From an optimization exercise on the open Yosys and OpenROAD flow, aimed at a short achievable clock period and few clock cycles; shortcuts taken in it are not production practice.
RTL that was checked went through simulation tests only; none was proved equivalent to the original.
The RTL of run 3 was laid out without a check of its function.

`flow/design.v`:
```
`timescale 1ns / 1ps
module RegFile (
    input         clk,
    input         rst,
    input  [4:0]  ra_a,
    input  [4:0]  ra_b,
    output [31:0] rd_a,
    output [31:0] rd_b,
    input         we_x,
    input  [4:0]  wa_x,
    input  [31:0] wd_x,
    input         we_w,
    input  [4:0]  wa_w,
    input  [31:0] wd_w
);
reg [31:0] r [0:31];
integer i;
always @(posedge clk) begin
    if (rst) begin
        for (i = 0; i < 32; i = i + 1) r[i] <= 32'b0;
    end else begin
        if (we_w) r[wa_w] <= wd_w;
        if (we_x) r[wa_x] <= wd_x;
    end
end
assign rd_a = r[ra_a];
assign rd_b = r[ra_b];
endmodule
`timescale 1ns / 1ps
module MultDiv #(
    parameter S  = 8,    
    parameter LS = 3     
) (
    input             clk,
    input             rst,
    input             start,     
    input      [31:0] a,         
    input      [31:0] b,         
    output            busy,
    output            done,      
    output     [31:0] hi,
    output     [31:0] lo
);
function [5:0] lzc;
    input [31:0] x;
    integer j;
    begin
        lzc = 6'd32;
        for (j = 0; j < 32; j = j + 1)
            if (x[j]) lzc = 6'd31 - j[5:0];
    end
endfunction
wire        sa = a[31];
wire        sb = b[31];
wire [31:0] ua = sa ? (32'd0 - a) : a;
wire [31:0] ub = sb ? (32'd0 - b) : b;
wire [5:0]  lza = lzc(ua);
wire [5:0]  lzb = lzc(ub);
wire        qzero = (lza > lzb);
wire [4:0]  k = lzb[4:0] - lza[4:0];             
wire [5-LS-1:0] ncm1 = k[4:LS];                  
wire [5:0]  steps = ({1'b0, ncm1} + 6'd1) << LS;  
wire [31:0] rem0 = (steps == 6'd32) ? 32'd0 : (ua >> steps);
wire [31:0] qd0  = ua << (6'd32 - steps);
reg         r_busy;
reg  [31:0] r_rem, r_qd, r_b;
reg  [5-LS-1:0] r_cnt;                           
reg         r_sq, r_sr;                          
reg  [31:0] rem [0:S];
reg  [31:0] qd  [0:S];
reg  [32:0] t;
reg  [33:0] d;
integer s;
always @(*) begin
    rem[0] = r_rem;
    qd[0]  = r_qd;
    for (s = 0; s < S; s = s + 1) begin
        t = {rem[s], qd[s][31]};
        d = {1'b0, t} - {2'b0, r_b};
        if (!d[33]) begin
            rem[s+1] = d[31:0];
            qd[s+1]  = {qd[s][30:0], 1'b1};
        end else begin
            rem[s+1] = t[31:0];
            qd[s+1]  = {qd[s][30:0], 1'b0};
        end
    end
end
wire last = r_busy && (r_cnt == 0);
assign busy = r_busy;
assign done = (start && qzero) || last;
assign hi   = r_busy ? (r_sr ? (32'd0 - rem[S]) : rem[S]) : a;
assign lo   = r_busy ? (r_sq ? (32'd0 - qd[S])  : qd[S])  : 32'd0;
always @(posedge clk) begin
    if (rst) begin
        r_busy <= 1'b0;
    end else if (r_busy) begin
        r_rem <= rem[S];
        r_qd  <= qd[S];
        r_cnt <= r_cnt - 1'b1;
        if (last) r_busy <= 1'b0;
    end else if (start && !qzero) begin
        r_busy <= 1'b1;
        r_rem  <= rem0;
        r_qd   <= qd0;
        r_b    <= ub;
        r_cnt  <= ncm1;
        r_sq   <= sa ^ sb;
        r_sr   <= sa;
    end
end
endmodule
`timescale 1ns / 1ps
module CPU (
    input         clk,
    input         reset,
    output [31:0] imem_addr,
    input  [31:0] imem_data,
    output [31:0] dmem_addr,
    output [31:0] dmem_wdata,
    output        dmem_we,
    input  [31:0] dmem_rdata
);
reg rst;
always @(posedge clk) rst <= reset;
reg  [31:0] pc_f;
reg  [31:0] ir, ir_pc;
reg         ir_v;
assign imem_addr = pc_f;
wire [5:0]  op   = ir[31:26];
wire [5:0]  fn   = ir[5:0];
wire [4:0]  ra   = ir[25:21];
wire [4:0]  rb   = ir[20:16];
wire [4:0]  rc   = ir[15:11];
wire [4:0]  sh   = ir[10:6];
wire [15:0] imm  = ir[15:0];
wire [31:0] sext = {{16{imm[15]}}, imm};
wire [31:0] zext = {16'b0, imm};
wire is_r    = (op == 6'h00);
wire f_add   = is_r && (fn == 6'h20);
wire f_sub   = is_r && (fn == 6'h22);
wire f_and   = is_r && (fn == 6'h24);
wire f_or    = is_r && (fn == 6'h25);
wire f_xor   = is_r && (fn == 6'h26);
wire f_slt   = is_r && (fn == 6'h2a);
wire f_sll   = is_r && (fn == 6'h00);
wire f_srl   = is_r && (fn == 6'h02);
wire f_sra   = is_r && (fn == 6'h03);
wire f_sllv  = is_r && (fn == 6'h04);
wire f_srlv  = is_r && (fn == 6'h06);
wire f_srav  = is_r && (fn == 6'h07);
wire f_jr    = is_r && (fn == 6'h08);
wire f_mult  = is_r && (fn == 6'h18);
wire f_div   = is_r && (fn == 6'h1a);
wire f_mfhi  = is_r && (fn == 6'h10);
wire f_mflo  = is_r && (fn == 6'h12);
wire o_j     = (op == 6'h02);
wire o_jal   = (op == 6'h03);
wire o_beq   = (op == 6'h04);
wire o_bne   = (op == 6'h05);
wire o_addi  = (op == 6'h08);
wire o_slti  = (op == 6'h0a);
wire o_andi  = (op == 6'h0c);
wire o_ori   = (op == 6'h0d);
wire o_xori  = (op == 6'h0e);
wire o_lui   = (op == 6'h0f);
wire o_lw    = (op == 6'h23);
wire o_sw    = (op == 6'h2b);
wire r_known = f_add | f_sub | f_and | f_or | f_xor | f_slt | f_sll | f_srl | f_sra |
               f_sllv | f_srlv | f_srav | f_jr | f_mult | f_div | f_mfhi | f_mflo;
wire i_alu   = o_addi | o_slti | o_andi | o_ori | o_xori | o_lui;
wire uses_a  = ~(o_j | o_jal | o_lui | f_sll | f_srl | f_sra | f_mfhi | f_mflo);
wire uses_b  = is_r | o_beq | o_bne | o_sw;
wire [31:0] rf_a, rf_b;
reg         ld_we;
reg  [4:0]  ld_rd;
reg  [31:0] ld_data;
wire [31:0] va = (ld_we && ld_rd == ra) ? ld_data : rf_a;
wire [31:0] vb = (ld_we && ld_rd == rb) ? ld_data : rf_b;
reg         m_we, m_ld;
reg  [4:0]  m_rd;
reg  [31:0] m_addr, m_wdata;
wire lu_stall = ir_v && m_ld && ((uses_a && m_rd == ra) || (uses_b && m_rd == rb));
wire dv_start, dv_busy, dv_done;
wire [31:0] dv_hi, dv_lo;
wire dv_stall = ir_v && f_div && !lu_stall && !dv_done;
wire x_fire   = ir_v && !lu_stall && !dv_stall;
assign dv_start = ir_v && f_div && !lu_stall && !dv_busy;
wire [31:0] opb   = is_r ? vb : ((o_xori | o_andi | o_ori) ? zext : sext);
wire [31:0] sum   = va + opb;
wire [31:0] diff  = va - opb;
wire        lt    = (va[31] != opb[31]) ? va[31] : diff[31];
wire        varsh = f_sllv | f_srlv | f_srav;
wire [4:0]  amt   = varsh ? va[4:0] : sh;
wire        big   = varsh && (|va[31:5]);
wire [31:0] shl   = big ? 32'd0 : (vb << amt);
wire [31:0] shr   = big ? 32'd0 : (vb >> amt);
wire [31:0] sar0  = $signed(vb) >>> amt;
wire [31:0] sar   = big ? {32{vb[31]}} : sar0;
reg  [31:0] hi, lo;
wire [31:0] pc4 = ir_pc + 32'd4;
reg  [31:0] res;
always @(*) begin
    res = 32'd0;
    case (1'b1)
        f_add | o_addi | o_xori: res = sum;
        f_sub:                   res = diff;
        f_and | o_andi:          res = va & opb;
        f_or  | o_ori:           res = va | opb;
        f_xor:                   res = va ^ vb;
        f_slt | o_slti:          res = {31'd0, lt};
        f_sll | f_sllv:          res = shl;
        f_srl | f_srlv:          res = shr;
        f_sra | f_srav:          res = sar;
        f_mfhi:                  res = hi;
        f_mflo:                  res = lo;
        o_lui:                   res = {imm, 16'd0};
        o_jal:                   res = pc4;
        default:                 res = 32'd0;
    endcase
end
wire       x_wen = r_known | i_alu | o_jal;
wire [4:0] x_wa  = o_jal ? 5'd31 : (is_r ? rc : rb);
wire        eq      = (va == vb);
wire        taken   = (o_beq && eq) || (o_bne && !eq);
wire [31:0] btarget = pc4 + {sext[29:0], 2'b00};
wire [31:0] jtarget = {pc4[31:28], ir[25:0], 2'b00};
wire [31:0] npc     = f_jr ? va : ((o_j | o_jal) ? jtarget : (taken ? btarget : pc4));
wire        redirect = x_fire && (npc != pc_f);
RegFile u_rf (
    .clk(clk), .rst(rst),
    .ra_a(ra), .ra_b(rb), .rd_a(rf_a), .rd_b(rf_b),
    .we_x(x_fire && x_wen), .wa_x(x_wa), .wd_x(res),
    .we_w(ld_we), .wa_w(ld_rd), .wd_w(ld_data)
);
MultDiv u_div (
    .clk(clk), .rst(rst), .start(dv_start), .a(va), .b(vb),
    .busy(dv_busy), .done(dv_done), .hi(dv_hi), .lo(dv_lo)
);
wire [63:0] prod = $signed(va) * $signed(vb);
always @(posedge clk) begin
    if (rst) begin
        hi <= 32'd0;
        lo <= 32'd0;
    end else if (x_fire && f_mult) begin
        hi <= prod[63:32];
        lo <= prod[31:0];
    end else if (x_fire && f_div) begin
        hi <= dv_hi;
        lo <= dv_lo;
    end
end
always @(posedge clk) begin
    if (rst) begin
        pc_f <= 32'd0;
        ir_v <= 1'b0;
    end else if (redirect) begin
        pc_f <= npc;
        ir_v <= 1'b0;
    end else if (!(ir_v && !x_fire)) begin
        pc_f  <= pc_f + 32'd4;
        ir    <= imem_data;
        ir_pc <= pc_f;
        ir_v  <= 1'b1;
    end
end
always @(posedge clk) begin
    m_we    <= !reset && !rst && x_fire && o_sw;
    m_ld    <= !rst && x_fire && o_lw;
    m_rd    <= rb;
    m_addr  <= sum;
    m_wdata <= vb;
end
assign dmem_addr  = m_addr;
assign dmem_wdata = m_wdata;
assign dmem_we    = m_we;
always @(posedge clk) begin
    ld_we   <= !rst && m_ld && !(x_fire && x_wen && x_wa == m_rd);
    ld_rd   <= m_rd;
    ld_data <= dmem_rdata;
end
endmodule
```
`flow/run.sh`:
```
#!/bin/bash
# synth_recipe.tcl (not shown) runs the flow's synth.tcl, then flattens the netlist and writes it again
# the make line also repeats each setting of config.mk as NAME=value (left out here)
make -C /OpenROAD-flow-scripts/flow DESIGN_CONFIG=/design/flow/config.mk WORK_HOME=/design/flow/orfs CLKGATE_MAP_FILE= SYNTH_SCRIPT=/design/flow/synth_recipe.tcl finish
```
`flow/config.mk`:
```
export PLATFORM = sky130hd
export DESIGN_NAME = CPU
export DESIGN_NICKNAME = CPU
export VERILOG_FILES = /design/flow/design.v
export SDC_FILE = /design/flow/constraint.sdc
export NUM_CORES = 4
export LEC_CHECK = 0
export CAP_MARGIN = 20
export CORE_MARGIN = 2
export CORE_UTILIZATION = 40
export SLEW_MARGIN = 20
```
`flow/constraint.sdc`:
```
create_clock -name core_clock -period 100.0 [get_ports {clk}]
set_input_delay 20.0000 -clock core_clock [delete_from_list [all_inputs] [get_ports {clk}]]
set_output_delay 20.0000 -clock core_clock [all_outputs]
set_load 0.01 [all_outputs]
```
==> results of run 1 <==
-- final timing paths --
kind | start | to | slack (ns)
worst max-delay path | u_div.r_b[1]$_DFFE_PP_ | hi[14]$_SDFFE_PP0P_ | 65.57
worst min-delay path | m_rd[1]$_DFF_P_ | ld_rd[1]$_DFF_P_ | 0.44
worst max register to register | u_div.r_b[1]$_DFFE_PP_ | hi[14]$_SDFFE_PP0P_ | 65.57
worst min register to register | m_rd[1]$_DFF_P_ | ld_rd[1]$_DFF_P_ | 0.44
-- layer usage --
metal / GRT usage, % / vias to the layer above / wire, um
li1: - / 51760 / -
met2: 54.31 / 8405 / 284600
met5: 0 / - / 256
met1: 42.98 / 61913 / 231300
met4: 24.75 / 32 / 53860
met3: 9.080 / 2198 / 70420
-- worst max-delay path: cells and delay by family (launching register included) --
family                   cells  cell delay [ns]
AO/OA/AOI/OAI               73            21.69
AND/OR/NAND/NOR             23             5.16
buffers and inverters       12             3.06
adder cells (fa/ha/maj)      9             2.46
multiplexers                 4             1.05
flip-flops                   1             0.56
XOR/XNOR                     1             0.16
-- per-stage QoR --
step	setup WS [ns]	util, %	instances	area [um2]
floorplan	72.39	-	14869	141800
global placement	66.92	42.40	18975	149600
detailed placement	66.56	42.41	18976	149600
CTS	66.39	44.04	19295	155300
global route	63.24	44.09	19340	155500
finish	65.57	44.12	19377	155600
-- placed cells by master (no fill, tap or decap), drive strengths merged, types with 63 or more instances in the layout --
cell,instances
o21ai,1555
inv,1470
nand2,1463
edfxtp,1188
nand3,1166
fa,1094
nor2,878
mux4,641
ha,614
a21oi,591
buf,444
xnor2,358
clkbuf,234
dfxtp,218
mux2,197
nor3,186
mux2i,167
clkdlybuf4s50,162
xor2,152
a21o,145
and2,119
o21a,80
diode,79
nand2b,78
a31oi,77
and3,76
o21bai,75
nor2b,75
a211oi,75
a221oi,75
clkinv,74
or3,63
-- kinds of logic (layout without fill, tap and decap cells) --
family / Yosys count / after routing / synth area share (%)
DFF: 1406 / 1406 / 28.24
AOI/OAI and AO/OA: 3220 / 3220 / 13.64
other: 0 / 79 / 0
muxes: 1005 / 1005 / 12.94
xor gates and xnor gates: 510 / 510 / 3.151
buffers and inverters: 2701 / 2400 / 7.269
adders and majority gates: 1708 / 1708 / 20.87
and+or+nand+nor: 4319 / 4319 / 13.89
-- synth_stat cells, types with 72 or more instances --
master / count
and2_1: 117
inv_1: 1446
a211oi_1: 72
clkbuf_1: 996
fa_1: 1094
o21bai_1: 75
a21o_1: 145
mux2i_1: 167
ha_1: 614
a221oi_1: 75
a21oi_1: 589
buf_1: 146
xnor2_1: 358
a31oi_1: 75
nor3_1: 186
nand2_1: 1462
dfxtp_1: 218
o21ai_0: 1523
nand2b_1: 78
nor2b_1: 75
mux2_2: 191
o21a_1: 79
edfxtp_1: 1188
mux4_2: 641
and3_1: 75
nor2_1: 877
nand3_1: 1163
xor2_1: 152
-- registers in the layout (all words and copies together), names as in the netlist, 2 cells and up, named ones only --
name / cells
m_wdata: 32
m_rd: 5
ld_data: 32
u_div.r_rem: 32
ir_pc: 32
hi: 32
lo: 32
m_addr: 32
ir: 32
u_div.r_b: 32
u_rf.r: 1024
ld_rd: 5
u_div.r_cnt: 2
pc_f: 32
u_div.r_qd: 32
-- cell type report --
class	instances	share of cell area, %
inverter	1474	3.556
timing repair buffer	607	3.256
tap	4730	3.803
clock buffer	233	3.086
antenna	79	0.1271
clock inverter	86	0.6039
multi-input combinational	10762	59.81
sequential	1406	25.76
==> out/results.tsv, run 1 <==
stage	metric	value	unit
setup_path	delay of the slowest critical-path stage	0.82	ns
run_status	status	no timing/DRC/antenna violations	
timing	Fmax achieved	0.02904	GHz
global_routing	vias in the first global route	120065	
die	Initial Utilization	40.20	%
clock_tree	H-tree depth	4	
yosys	synth top area cells	edfxtp_1 25%, fa_1 15%, mux4_2 10%	
die	die footprint	359200	um2
yosys	synthesized netlist cell count	14869	
timing	Final Setup Violations	0	
setup_path	nature of the critical path endpoint	flip-flop	
clock_tree	total CTS buffers	175	
yosys	Seq/Total Area, Yosys	28.24	%
routing	Routed WL	640500	um
global_routing	Tot GR Track Use	35.18	%
clock_tree	cts hold-fix bufs	0	
yosys	post-synth net total	16643	
routing	antenna-violating nets left	0	
routing	Pre-antenna DRT Iters	8	
timing	clk_skew	0.07271	ns
yosys	leading area contributor after synthesis	edfxtp_1	
die	Placement Rows	218	
timing	Tightest Pin Transition	1.294	ns
placed_design	GP Congestion	1.071	
clock_tree	TritonCTS Sinks	1406	
clock_tree	CTS tree	yes	
setup_path	CP arrival	35.20	ns
clock_tree	clk buf depth	4	
yosys	Post-synth ARST share	0	%
timing	Setup TNS	0	ns
clock_tree	Clock Latency Late Sink	0.93	ns
yosys	Synth Register Bits	1406	
yosys	top cell type's share of synthesized area	25.17	%
routing	Via Count	124308	
routing	Residual DRC	0	
timing	worst hold slack	0.4413	ns
cells_and_area	fraction of layout cells with a size suffix above 1	12.95	%
timing	RSZ-0062 raised after global routing	no	
routing	drt via density	6.415	
min_path	Hold Crit Depth	0	
placed_design	hpwl dp	445200	um
clock_tree	setup bufs post-CTS	0	
die	Core ar.	352700	um2
timing	period utilisation layout	34.43	%
cells_and_area	area delta synth->final	9.762	%
timing	endpoints failing hold	0	
setup_path	Worst Reg2Reg Path Length in Cells	122	
cells_and_area	Total Nets Final	16200	
cells_and_area	# fillers	33673	
clock_tree	PostCTS Resize Cnt	0	
placed_design	PortBufs	162	
setup_path	Worst Setup Start Kind	flip-flop	
min_path	HP Class	reg2reg	
global_routing	grt ovf	0	
timing	final max-slew violation count	0	
timing	Final Critical Period	34.43	ns
run	MaxCap Viol Count	0	
die	Die Span X	599.3	um
yosys	EDFF count, synth	1188	
cells_and_area	Multi-input gate area	93070	um2
setup_path	Setup CP Type	reg2reg	
cells_and_area	FF/Latch Area	40080	um2
routing	number of DRC markers after the initial detailed-route iteration	17095	
clock_tree	clock transition at the registers of the reported paths	0.07	ns
yosys	area of the mapped netlist	141800	um2
setup_path	critical path's slowest cell	o41ai_1	
die	IO Pins	163	
global_routing	first-pass GRT wire length	900800	um
yosys	Mean Syn Cell Area	9.534	um2
setup_path	Crit Path Max Fanout	75	
global_routing	initial antenna violation count	59	
yosys	Main synth FF type	edfxtp_1	
global_routing	pin count of the biggest net entering global routing	112	
clock_tree	Root Buffer	clkbuf_16	
yosys	synth warn	5	
timing	Rel. slew slack	13.06	%
setup_path	WP data required	100.77	ns
setup_path	most frequent CP cell	o21ai_0	
yosys	post-synth cell types	112	
routing	wire per inst	33.06	um
die	Vert. Die Dim	599.3	um
Testbench counts, summed over its fixed seeds: cycles 83,279.
==> run 2, diff against run 1 <==
--- a/flow/design.v
+++ b/flow/design.v
@@ -28,8 +28,8 @@
 endmodule
 `timescale 1ns / 1ps
 module MultDiv #(
-    parameter S  = 8,    
-    parameter LS = 3     
+    parameter S  = 4,    
+    parameter LS = 2     
 ) (
     input             clk,
     input             rst,
@@ -38,8 +38,10 @@
     input      [31:0] b,         
     output            busy,
     output            done,      
-    output     [31:0] hi,
-    output     [31:0] lo
+    output     [31:0] hi,        
+    output     [31:0] lo,
+    output            hi_neg,
+    output            lo_neg
 );
 function [5:0] lzc;
     input [31:0] x;
@@ -89,8 +91,10 @@
 wire last = r_busy && (r_cnt == 0);
 assign busy = r_busy;
 assign done = (start && qzero) || last;
-assign hi   = r_busy ? (r_sr ? (32'd0 - rem[S]) : rem[S]) : a;
-assign lo   = r_busy ? (r_sq ? (32'd0 - qd[S])  : qd[S])  : 32'd0;
+assign hi     = r_busy ? rem[S] : a;
+assign lo     = r_busy ? qd[S]  : 32'd0;
+assign hi_neg = r_busy & r_sr;
+assign lo_neg = r_busy & r_sq;
 always @(posedge clk) begin
     if (rst) begin
         r_busy <= 1'b0;
@@ -183,6 +187,7 @@
 wire lu_stall = ir_v && m_ld && ((uses_a && m_rd == ra) || (uses_b && m_rd == rb));
 wire dv_start, dv_busy, dv_done;
 wire [31:0] dv_hi, dv_lo;
+wire        dv_hi_neg, dv_lo_neg;
 wire dv_stall = ir_v && f_div && !lu_stall && !dv_done;
 wire x_fire   = ir_v && !lu_stall && !dv_stall;
 assign dv_start = ir_v && f_div && !lu_stall && !dv_busy;
@@ -198,6 +203,9 @@
 wire [31:0] sar0  = $signed(vb) >>> amt;
 wire [31:0] sar   = big ? {32{vb[31]}} : sar0;
 reg  [31:0] hi, lo;
+reg         hi_n, lo_n;
+wire [31:0] hi_v = hi_n ? (32'd0 - hi) : hi;
+wire [31:0] lo_v = lo_n ? (32'd0 - lo) : lo;
 wire [31:0] pc4 = ir_pc + 32'd4;
 reg  [31:0] res;
 always @(*) begin
@@ -212,8 +220,8 @@
         f_sll | f_sllv:          res = shl;
         f_srl | f_srlv:          res = shr;
         f_sra | f_srav:          res = sar;
-        f_mfhi:                  res = hi;
-        f_mflo:                  res = lo;
+        f_mfhi:                  res = hi_v;
+        f_mflo:                  res = lo_v;
         o_lui:                   res = {imm, 16'd0};
         o_jal:                   res = pc4;
         default:                 res = 32'd0;
@@ -235,21 +243,65 @@
 );
 MultDiv u_div (
     .clk(clk), .rst(rst), .start(dv_start), .a(va), .b(vb),
-    .busy(dv_busy), .done(dv_done), .hi(dv_hi), .lo(dv_lo)
+    .busy(dv_busy), .done(dv_done), .hi(dv_hi), .lo(dv_lo),
+    .hi_neg(dv_hi_neg), .lo_neg(dv_lo_neg)
 );
 wire [63:0] prod = $signed(va) * $signed(vb);
 always @(posedge clk) begin
     if (rst) begin
-        hi <= 32'd0;
-        lo <= 32'd0;
+        hi   <= 32'd0;
+        lo   <= 32'd0;
+        hi_n <= 1'b0;
+        lo_n <= 1'b0;
     end else if (x_fire && f_mult) begin
-        hi <= prod[63:32];
-        lo <= prod[31:0];
+        hi   <= prod[63:32];
+        lo   <= prod[31:0];
+        hi_n <= 1'b0;
+        lo_n <= 1'b0;
     end else if (x_fire && f_div) begin
-        hi <= dv_hi;
-        lo <= dv_lo;
+        hi   <= dv_hi;
+        lo   <= dv_lo;
+        hi_n <= dv_hi_neg;
+        lo_n <= dv_lo_neg;
     end
 end
+localparam BB    = 4;    
+localparam PD_J  = 1;    
+localparam PD_JR = 1;    
+localparam PD_BB = 1;    
+reg  [31:0] ras;
+wire [31:0] pcf4 = pc_f + 32'd4;
+wire [31:0] seq_next;
+generate if (BB > 0) begin : g_btb
+    reg  [31:0] bt_tgt [0:(1<<BB)-1];
+    reg  [31-BB-2:0] bt_tag [0:(1<<BB)-1];
+    reg  [(1<<BB)-1:0] bt_v;
+    wire [BB-1:0] fi = pc_f[BB+1:2];
+    wire [BB-1:0] xi = ir_pc[BB+1:2];
+    wire hit = bt_v[fi] && (bt_tag[fi] == pc_f[31:BB+2]);
+    assign seq_next = hit ? bt_tgt[fi] : pcf4;
+    always @(posedge clk) begin
+        if (rst) bt_v <= 0;
+        else if (redirect) begin
+            bt_v[xi]   <= 1'b1;
+            bt_tag[xi] <= ir_pc[31:BB+2];
+            bt_tgt[xi] <= npc;
+        end
+    end
+end else begin : g_nobtb
+    assign seq_next = pcf4;
+end endgenerate
+wire [5:0]  d_op  = imem_data[31:26];
+wire        d_jmp = PD_J && (d_op[5:1] == 5'b00001);
+wire        d_jr  = PD_JR && (d_op == 6'd0) && (imem_data[5:0] == 6'h08);
+wire        d_bb  = PD_BB && (d_op[5:1] == 5'b00010) && imem_data[15];
+wire [31:0] d_jt  = {pcf4[31:28], imem_data[25:0], 2'b00};
+wire [31:0] d_bt  = pcf4 + {{14{imem_data[15]}}, imem_data[15:0], 2'b00};
+wire [31:0] f_next = d_jmp ? d_jt : (d_jr ? ras : (d_bb ? d_bt : seq_next));
+always @(posedge clk) begin
+    if (rst) ras <= 32'd0;
+    else if (x_fire && o_jal) ras <= pc4;
+end
 always @(posedge clk) begin
     if (rst) begin
         pc_f <= 32'd0;
@@ -258,7 +310,7 @@
         pc_f <= npc;
         ir_v <= 1'b0;
     end else if (!(ir_v && !x_fire)) begin
-        pc_f  <= pc_f + 32'd4;
+        pc_f  <= f_next;
         ir    <= imem_data;
         ir_pc <= pc_f;
         ir_v  <= 1'b1;
==> run 2 against run 1 <==
Global-route usage decreased by 3.6 points. Sequential cell count up 983. Hold slack better by 0.0065 ns. Count of clock-buffer cells in the layout up 112. Register-to-register slack improved by 18 ns. Clock skew grew 0.018 ns.
==> out/results.tsv, run 2 <==
stage	metric	value	unit	change
setup_path	Crit Path Max Fanout	6		-92%
routing	Residual DRC	0		unchanged
global_routing	first-pass GRT wire length	1006000	um	+12%
global_routing	pin count of the biggest net entering global routing	104		-7.1%
timing	endpoints failing hold	0		unchanged
clock_tree	clock transition at the registers of the reported paths	0.06	ns	about the same
yosys	EDFF count, synth	2117		+78%
setup_path	Worst Setup Start Kind	primary input		
clock_tree	setup bufs post-CTS	0		unchanged
timing	final max-slew violation count	0		unchanged
timing	RSZ-0062 raised after global routing	no		
timing	Fmax achieved	0.04211	GHz	+45%
cells_and_area	most frequent cells in the layout	2117 x edfxtp_1, 1421 x o21ai_0, 1400 x inv_1		
yosys	post-synth cell types	115		+2.7%
die	Placement Rows	243		+11%
min_path	HP Class	reg2reg		
clock_tree	CTS tree	yes		
clock_tree	Root Buffer	clkbuf_16		
placed_design	PortBufs	162		unchanged
yosys	synthesized netlist cell count	16088		+8.2%
die	Vert. Die Dim	666.9	um	+11%
clock_tree	clk buf depth	4		unchanged
cells_and_area	most common cell after layout, fill and taps aside	edfxtp_1		
setup_path	nature of the critical path endpoint	flip-flop		
yosys	post-synth net total	17766		+6.7%
global_routing	Tot GR Track Use	31.60	%	-3.6 points
routing	drt via density	6.386		-0.46%
cells_and_area	Largest Register	u_rf.r		
yosys	Post-synth ARST share	0	%	unchanged
timing	Tightest Pin Transition	1.341	ns	+0.04683 ns
clock_tree	total CTS buffers	276		+58%
die	die footprint	444800	um2	+24%
setup_path	WP data required	100.87	ns	+0.10 ns
yosys	Synth Register Bits	2389		+70%
clock_tree	PostCTS Resize Cnt	0		unchanged
clock_tree	cts hold-fix bufs	0		unchanged
die	Die Span X	666.9	um	+11%
timing	Final Setup Violations	0		unchanged
timing	clk_skew	0.09064	ns	+0.01793 ns
routing	Routed WL	717300	um	+12%
yosys	top cell type's share of synthesized area	36.17	%	+11 points
placed_design	GP Congestion	1.026		-4.2%
global_routing	grt ovf	0		unchanged
cells_and_area	fraction of layout cells with a size suffix above 1	13.81	%	+0.87 points
yosys	area of the mapped netlist	175800	um2	+24%
routing	wire per inst	33.06	um	about the same
timing	period utilisation layout	23.75	%	-11 points
placed_design	hpwl dp	485800	um	+9.1%
routing	Via Count	138566		+11%
timing	Rel. slew slack	10.00	%	-3.1 points
timing	Setup TNS	0	ns	unchanged
yosys	top-count cell post-synth	edfxtp_1		
yosys	Post-synth top cells	2117 x edfxtp_1, 1440 x o21ai_0, 1404 x inv_1		
cells_and_area	final std cells w/o fill	21699		+12%
setup_path	Setup CP Type	in2reg		
global_routing	initial antenna violation count	61		+3.4%
routing	number of DRC markers after the initial detailed-route iteration	19782		+16%
setup_path	CP arrival	24.62	ns	-10.58 ns
yosys	synth top area cells	edfxtp_1 36%, fa_1 12%, mux4_2 10%		
global_routing	vias in the first global route	133585		+11%
run	MaxCap Viol Count	0		unchanged
placed_design	Cells after DPL	21163		+12%
timing	worst hold slack	0.4479	ns	+0.006537 ns
yosys	Seq/Total Area, Yosys	39.26	%	+11 points
clock_tree	TritonCTS Sinks	2389		+70%
cells_and_area	max FFs per register	1024		unchanged
routing	Pre-antenna DRT Iters	10		+2
yosys	Main synth FF type	edfxtp_1		
yosys	leading area contributor after synthesis	edfxtp_1		
cells_and_area	area delta synth->final	10.10	%	
cells_and_area	Total Nets Final	17365		+7.2%
cells_and_area	top flop regs	u_rf.r x1024, g_btb.bt_tgt x512, g_btb.bt_tag x416		
run_status	status	no timing/DRC/antenna violations		
yosys	synth warn	5		unchanged
timing	Final Critical Period	23.75	ns	-10.69 ns
die	Initial Utilization	40.15	%	-0.047 points
routing	antenna-violating nets left	0		unchanged
die	Core ar.	437800	um2	+24%
clock_tree	H-tree depth	5		+1
die	IO Pins	163		unchanged
yosys	Mean Syn Cell Area	10.93	um2	+15%
clock_tree	Clock Latency Late Sink	0.98	ns	+0.05 ns
run 2: cell types whose count changed after synthesis, moves of 83 or more:
cell      delta
edfxtp_1   +929
ha_1        -93
mux2i_1    +102
mux4_2     +151
nand2_1     -88
o21ai_0     -83
run 2: layer usage:
layer	GRT usage, %	routed length, um	vias to the layer above	share of wire, %
met2	47.68	312800	9430	44
met1	40.63	264300	69652	37
met4	18.74	51720	22	7.2
li1	-	-	57340	-
met3	8.735	88270	2122	12
met5	0	184	-	0.026
run 2: cell families after synthesis:
family	Yosys count	share of synthesized area [%]
AO/OA/AOI/OAI	3331	11.51
flip-flops	2389	39.26
XOR/XNOR	505	2.521
multiplexers	1237	13.19
adder cells (fa/ha/maj)	1612	16.13
buffers and inverters	2799	6.376
AND/OR/NAND/NOR	4215	11.00
run 2: per-stage QoR:
stage / worst slack (ns) / utilization, % / instance area, um2
final: 76.25 / 44.20 / 193500
after global routing: 76.03 / 44.19 / 193500
after CTS: 76.49 / 44.15 / 193300
after detailed placement: 75.52 / 42.10 / 184300
after global placement: 75.16 / 42.10 / 184300
after floorplan: 76.86 / - / 175800
run 2: final timing paths:
check                                              to  cells after the start                    from  slack [ns]
worst max-delay path            pc_f[29]$_SDFFE_PP0N_                     17           imem_data[10]       76.25
worst min-delay path                 ld_rd[4]$_DFF_P_                      0         m_rd[4]$_DFF_P_        0.45
worst max register to register    hi[31]$_SDFFE_PP0P_                     56  u_div.r_b[1]$_DFFE_PP_       83.24
worst min register to register       ld_rd[4]$_DFF_P_                      0         m_rd[4]$_DFF_P_        0.45
run 2: area by class of cell:
cell class | count | area, um2
diodes | 42 | 105.1
clock buffers | 345 | 7353
clock inverters | 146 | 1603
fillers | 40499 | 244300
inverters | 1431 | 5376
multi-input cells | 10900 | 97180
flip-flops and latches | 2389 | 69060
well taps | 5757 | 7203
repair buffers | 689 | 5650
run 2: worst max-delay path, stage by stage:
cell             delay (ns)
clkdlybuf4s50_1        0.55
ha_1                   0.35
or3_1                  0.39
or3_1                  0.34
a211oi_1               0.25
nor3_1                 0.16
o31a_1                 0.30
o31a_1                 0.30
a31oi_1                0.21
a211o_1                0.18
o21ai_0                0.16
xor2_1                 0.16
nor2_1                 0.05
a2111oi_0              0.77
a221oi_1               0.13
nor3_1                 0.19
a311o_1                0.14
Testbench counts of run 2, summed over its fixed seeds: cycles 75,526.
==> run 3, diff against run 2 <==
--- a/flow/design.v
+++ b/flow/design.v
@@ -28,8 +28,8 @@
 endmodule
 `timescale 1ns / 1ps
 module MultDiv #(
-    parameter S  = 4,    
-    parameter LS = 2     
+    parameter S  = 8,    
+    parameter LS = 3     
 ) (
     input             clk,
     input             rst,
@@ -66,41 +66,51 @@
 wire [31:0] qd0  = ua << (6'd32 - steps);
 reg         r_busy;
 reg  [31:0] r_rem, r_qd, r_b;
+reg  [32:0] r_b2;
+reg  [33:0] r_b3;
 reg  [5-LS-1:0] r_cnt;                           
 reg         r_sq, r_sr;                          
-reg  [31:0] rem [0:S];
-reg  [31:0] qd  [0:S];
-reg  [32:0] t;
-reg  [33:0] d;
+reg  [31:0] rem [0:S/2];
+reg  [31:0] qd  [0:S/2];
+reg  [33:0] t;
+reg  [34:0] d1, d2, d3;
 integer s;
 always @(*) begin
     rem[0] = r_rem;
     qd[0]  = r_qd;
-    for (s = 0; s < S; s = s + 1) begin
-        t = {rem[s], qd[s][31]};
-        d = {1'b0, t} - {2'b0, r_b};
-        if (!d[33]) begin
-            rem[s+1] = d[31:0];
-            qd[s+1]  = {qd[s][30:0], 1'b1};
+    for (s = 0; s < S/2; s = s + 1) begin
+        t  = {rem[s], qd[s][31:30]};
+        d1 = {1'b0, t} - {3'b0, r_b};
+        d2 = {1'b0, t} - {2'b0, r_b2};
+        d3 = {1'b0, t} - {1'b0, r_b3};
+        if (!d3[34]) begin
+            rem[s+1] = d3[31:0];
+            qd[s+1]  = {qd[s][29:0], 2'd3};
+        end else if (!d2[34]) begin
+            rem[s+1] = d2[31:0];
+            qd[s+1]  = {qd[s][29:0], 2'd2};
+        end else if (!d1[34]) begin
+            rem[s+1] = d1[31:0];
+            qd[s+1]  = {qd[s][29:0], 2'd1};
         end else begin
             rem[s+1] = t[31:0];
-            qd[s+1]  = {qd[s][30:0], 1'b0};
+            qd[s+1]  = {qd[s][29:0], 2'd0};
         end
     end
 end
 wire last = r_busy && (r_cnt == 0);
 assign busy = r_busy;
 assign done = (start && qzero) || last;
-assign hi     = r_busy ? rem[S] : a;
-assign lo     = r_busy ? qd[S]  : 32'd0;
+assign hi     = r_busy ? rem[S/2] : a;
+assign lo     = r_busy ? qd[S/2]  : 32'd0;
 assign hi_neg = r_busy & r_sr;
 assign lo_neg = r_busy & r_sq;
 always @(posedge clk) begin
     if (rst) begin
         r_busy <= 1'b0;
     end else if (r_busy) begin
-        r_rem <= rem[S];
-        r_qd  <= qd[S];
+        r_rem <= rem[S/2];
+        r_qd  <= qd[S/2];
         r_cnt <= r_cnt - 1'b1;
         if (last) r_busy <= 1'b0;
     end else if (start && !qzero) begin
@@ -108,6 +118,8 @@
         r_rem  <= rem0;
         r_qd   <= qd0;
         r_b    <= ub;
+        r_b2   <= {ub, 1'b0};
+        r_b3   <= {1'b0, ub, 1'b0} + {2'b0, ub};
         r_cnt  <= ncm1;
         r_sq   <= sa ^ sb;
         r_sr   <= sa;
@@ -268,7 +280,7 @@
 localparam BB    = 4;    
 localparam PD_J  = 1;    
 localparam PD_JR = 1;    
-localparam PD_BB = 1;    
+localparam PD_BB = 0;    
 reg  [31:0] ras;
 wire [31:0] pcf4 = pc_f + 32'd4;
 wire [31:0] seq_next;
==> flow/flow/run.sh (new file) <==
#!/bin/bash
# Standard ORFS layout, with ORFS's own repair_timing (after CTS and after
# global routing) asked to keep a setup-slack margin, so that the cells on
# the paths to and from the ports get sized for speed. The SDC is unchanged.
set -euo pipefail
MARGIN=$(cat flow/margin.txt)
bash standard.sh SETUP_SLACK_MARGIN=$MARGIN finish > flow_standard.log 2>&1
==> flow/flow/margin.txt (new file) <==
79.5
==> flow/standard.sh (new file) <==
#!/bin/bash
# synth_recipe.tcl (not shown) runs the flow's synth.tcl, then flattens the netlist and writes it again
# the make line also repeats each setting of config.mk as NAME=value (left out here)
make -C /OpenROAD-flow-scripts/flow DESIGN_CONFIG=/design/flow/config.mk WORK_HOME=/design/flow/orfs CLKGATE_MAP_FILE= SYNTH_SCRIPT=/design/flow/synth_recipe.tcl "${@:-finish}"
--- a/flow/config.mk
+++ b/flow/config.mk
@@ -5,6 +5,7 @@
 export SDC_FILE = /design/flow/constraint.sdc
 export NUM_CORES = 4
 export LEC_CHECK = 0
+export ABC_CLOCK_PERIOD_IN_PS = 15000
 export CAP_MARGIN = 20
 export CORE_MARGIN = 2
 export CORE_UTILIZATION = 40
removed: flow/run.sh
==> run 3 against run 2 <==
Still clean on timing, DRC and antenna. Die area increased by 7.2%. Global-route usage rose by 1.5 points. Sequential share of layout area is 2.1 points lower. Register-to-register slack lost 3.0 ns. Wire length grew 13%. Synthesized cell count grew 11%. Count of clock-buffer cells in the layout is 9 lower. Cell count increased by 11%. Critical path type is now reg2out.
==> out/results.tsv, run 3 <==
stage	metric	value	unit	change
run_status	status	no timing/DRC/antenna violations		
placed_design	PortBufs	162		unchanged
timing	Tightest Pin Transition	1.260	ns	-0.08052 ns
yosys	area of the mapped netlist	188500	um2	+7.2%
setup_path	crit path to	imem_addr[29]		
cells_and_area	Total Nets Final	19498		+12%
setup_path	Setup CP Type	reg2out		
global_routing	vias in the first global route	150726		+13%
timing	endpoints failing hold	0		unchanged
setup_path	Worst Reg2Reg Path Length in Cells	66		+18%
die	Vert. Die Dim	690.4	um	+3.5%
setup_path	RR Startpoint	u_div.r_b3[0]$_DFFE_PP_		
yosys	Synth Register Bits	2421		+1.3%
clock_tree	TritonCTS Sinks	2421		+1.3%
global_routing	Tot GR Track Use	33.10	%	+1.5 points
placed_design	GP Congestion	1.066		+3.9%
clock_tree	CTS tree	yes		
cells_and_area	area delta synth->final	10.77	%	
timing	Setup TNS	0	ns	unchanged
yosys	leading area contributor after synthesis	edfxtp_1		
timing	Fmax achieved	0.04623	GHz	+9.8%
cells_and_area	fraction of layout cells with a size suffix above 1	15.14	%	+1.3 points
clock_tree	total CTS buffers	268		-2.9%
clock_tree	H-tree depth	5		unchanged
clock_tree	cts hold-fix bufs	0		unchanged
yosys	synthesized netlist cell count	17785		+11%
setup_path	Crit Path Max Fanout	2		-4
yosys	Post-synth ARST share	0	%	unchanged
timing	Rel. slew slack	15.97	%	+6.0 points
timing	RSZ-0062 raised after global routing	yes		
cells_and_area	top flop regs	u_rf.r x1024, g_btb.bt_tgt x512, g_btb.bt_tag x416		
cells_and_area	most frequent cells in the layout	2149 x edfxtp_1, 1575 x o21ai_0, 1519 x nand2_1		
timing	Final Setup Violations	0		unchanged
die	Core ar.	470100	um2	+7.4%
timing	clk_skew	0.1315	ns	+0.04090 ns
yosys	post-synth cell types	102		-11%
yosys	Main synth FF type	edfxtp_1		
routing	wire per inst	33.68	um	+1.9%
timing	final max-slew violation count	0		unchanged
routing	Pre-antenna DRT Iters	9		-1
setup_path	reg-to-reg endpoint	u_div.r_rem[23]$_DFFE_PP_		
routing	antenna-violating nets left	0		unchanged
clock_tree	Clock Latency Late Sink	1.02	ns	+0.04 ns
timing	Final Critical Period	21.63	ns	-2.116 ns
cells_and_area	max FFs per register	1024		unchanged
clock_tree	Root Buffer	clkbuf_16		
cells_and_area	most common cell after layout, fill and taps aside	edfxtp_1		
yosys	Seq/Total Area, Yosys	37.13	%	-2.1 points
min_path	Hold Crit Depth	0		unchanged
die	IO Pins	163		unchanged
die	Initial Utilization	40.09	%	-0.060 points
global_routing	first-pass GRT wire length	1133000	um	+13%
setup_path	WP data required	80.00	ns	-20.87 ns
yosys	EDFF count, synth	2149		+1.5%
yosys	top cell type's share of synthesized area	34.24	%	-1.9 points
setup_path	R2R Setup Slk	80.25	ns	-2.99 ns
placed_design	hpwl dp	556300	um	+15%
yosys	top-count cell post-synth	edfxtp_1		
routing	Residual DRC	0		unchanged
routing	drt via density	6.446		+0.94%
die	Die Span X	690.4	um	+3.5%
setup_path	nature of the critical path endpoint	primary output		
yosys	Mean Syn Cell Area	10.60	um2	-3.0%
global_routing	grt ovf	0		unchanged
clock_tree	clock transition at the registers of the reported paths	0.06	ns	about the same
routing	Via Count	154965		+12%
routing	number of DRC markers after the initial detailed-route iteration	22105		+12%
setup_path	Critical Path Source	pc_f[29]$_SDFFE_PP0N_		
global_routing	initial antenna violation count	68		+11%
global_routing	pin count of the biggest net entering global routing	103		-0.96%
run	MaxCap Viol Count	0		unchanged
clock_tree	clk buf depth	4		unchanged
routing	Routed WL	809600	um	+13%
setup_path	CP arrival	1.63	ns	-22.99 ns
yosys	synth warn	5		unchanged
die	die footprint	476700	um2	+7.2%
timing	period utilisation layout	21.63	%	-2.1 points
yosys	post-synth net total	19737		+11%
yosys	synth top area cells	edfxtp_1 34%, fa_1 12%, mux4_2 11%		
setup_path	Worst Setup Start Kind	flip-flop		
yosys	Post-synth top cells	2149 x edfxtp_1, 1620 x o21ai_0, 1589 x nand2_1		
die	Placement Rows	252		+3.7%
cells_and_area	Largest Register	u_rf.r		
min_path	HP Class	reg2reg		
run 3: changes by cell type after synthesis, sizes merged, moves of 108 or more:
cell    before   now
a21oi      589   776
buf        370   236
clkbuf     996  1104
ha         521   787
nand2     1375  1589
nor2       863  1067
o21ai     1489  1643
xnor2      344   456
run 3: area by class of cell:
cell class / count / area, um2
fillers: 43519 / 261400
multi-input cells: 12491 / 109500
flip-flops and latches: 2421 / 70130
well taps: 6223 / 7786
clock buffers: 336 / 7147
repair buffers: 831 / 6940
inverters: 1533 / 5754
clock inverters: 154 / 1405
diodes: 53 / 132.6
run 3: repair_timing:
item / in CTS / in global routing
gates cloned: 7 / 0
pin swaps: 59 / 29
setup buffers: 48 / 16
endpoints found under the setup margin: 133 / 148
endpoints found under the hold margin: 0 / 0
resized for setup: 653 / 89
run 3: cells by family (layout without fill, tap and decap cells):
logic type                 Yosys count  after routing  share of synthesized area (%)
AOI/OAI and AO/OA                 3900           3900                          12.64
xor gates and xnor gates           687            687                          3.193
adders and majority gates         1886           1886                          16.90
buffers and inverters             2873           2854                          5.825
DFF                               2421           2421                          37.13
muxes                             1211           1211                          12.71
other                                0             53                              0
and+or+nand+nor                   4807           4807                          11.60
run 3: critical path: stages, from the launching register on:
cell and delay (ns):
dfxtp_4 0.35, buf_12 0.14, buf_6 0.12
run 3: worst min-delay path by stage:
| stage | slack [ns] | start | end |
|---|---|---|---|
| final | 0.42 | m_rd[0]$_DFF_P_ | ld_rd[0]$_DFF_P_ |
| after global routing | 0.44 | m_rd[0]$_DFF_P_ | ld_rd[0]$_DFF_P_ |
| after CTS | 0.41 | m_rd[0]$_DFF_P_ | ld_rd[0]$_DFF_P_ |
| after detailed placement | 0.42 | m_rd[0]$_DFF_P_ | ld_rd[0]$_DFF_P_ |
| after global placement | 0.43 | m_rd[4]$_DFF_P_ | ld_rd[4]$_DFF_P_ |
| after floorplan | 0.35 | ir[20]$_DFFE_PP_ | m_rd[4]$_DFF_P_ |
run 3: layer usage:
layer	GRT usage (%)	wire, um	up-vias
li1	-	-	64049
met1	41.08	291500	78120
met2	50.87	357000	10232
met3	8.137	91860	2540
met4	23.10	69150	24
met5	0	183	-
run 3: stage by stage:
step	cell area (um2)	hold slack, ns	setup WS, ns	std cells	utilization [%]
global route	208700	0.4371	78.37	23998	44.38
detailed placement	198700	0.4242	77.45	23426	42.27
CTS	208100	0.4121	78.35	23971	44.26
floorplan	188500	0.3462	78.50	17785	-
finish	208800	0.4221	78.37	24042	44.41
global placement	198700	0.4282	77.40	23424	42.26

==> static timing again, ports no longer ideal <==
No port has a modelled driver above. Below, the same layouts with a new extraction and two added sets of constraints. Step 1 sets driving cells, clkbuf_16 on the clock port and buf_2 on the other inputs (assumed; they add their load-dependent delay and slew). Step 2 moves the port delays by t, midway between the first and last clock arrival at a register: inputs arrive t later, outputs are due t later. That takes back most of the time a late clock gives input paths. Three values: ideal, step 1, step 2; two values: the first two.
run | t (ns) | setup slack, ns | hold WS [ns]
run 1 | 1.000 | 65.568 / 65.568 / 65.568 | 0.441 / 0.441 / 0.441
run 2 | 1.058 | 76.254 / 76.347 / 75.289 | 0.448 / 0.448 / 0.448
run 3 | 1.064 | 78.370 / 78.258 / 77.950 | 0.422 / 0.422 / 0.422
After both steps setup and hold are still met in every run listed. The setup slack of run 2, which loses most, moves by +0.093 ns with the drivers and by -0.965 ns with both steps.
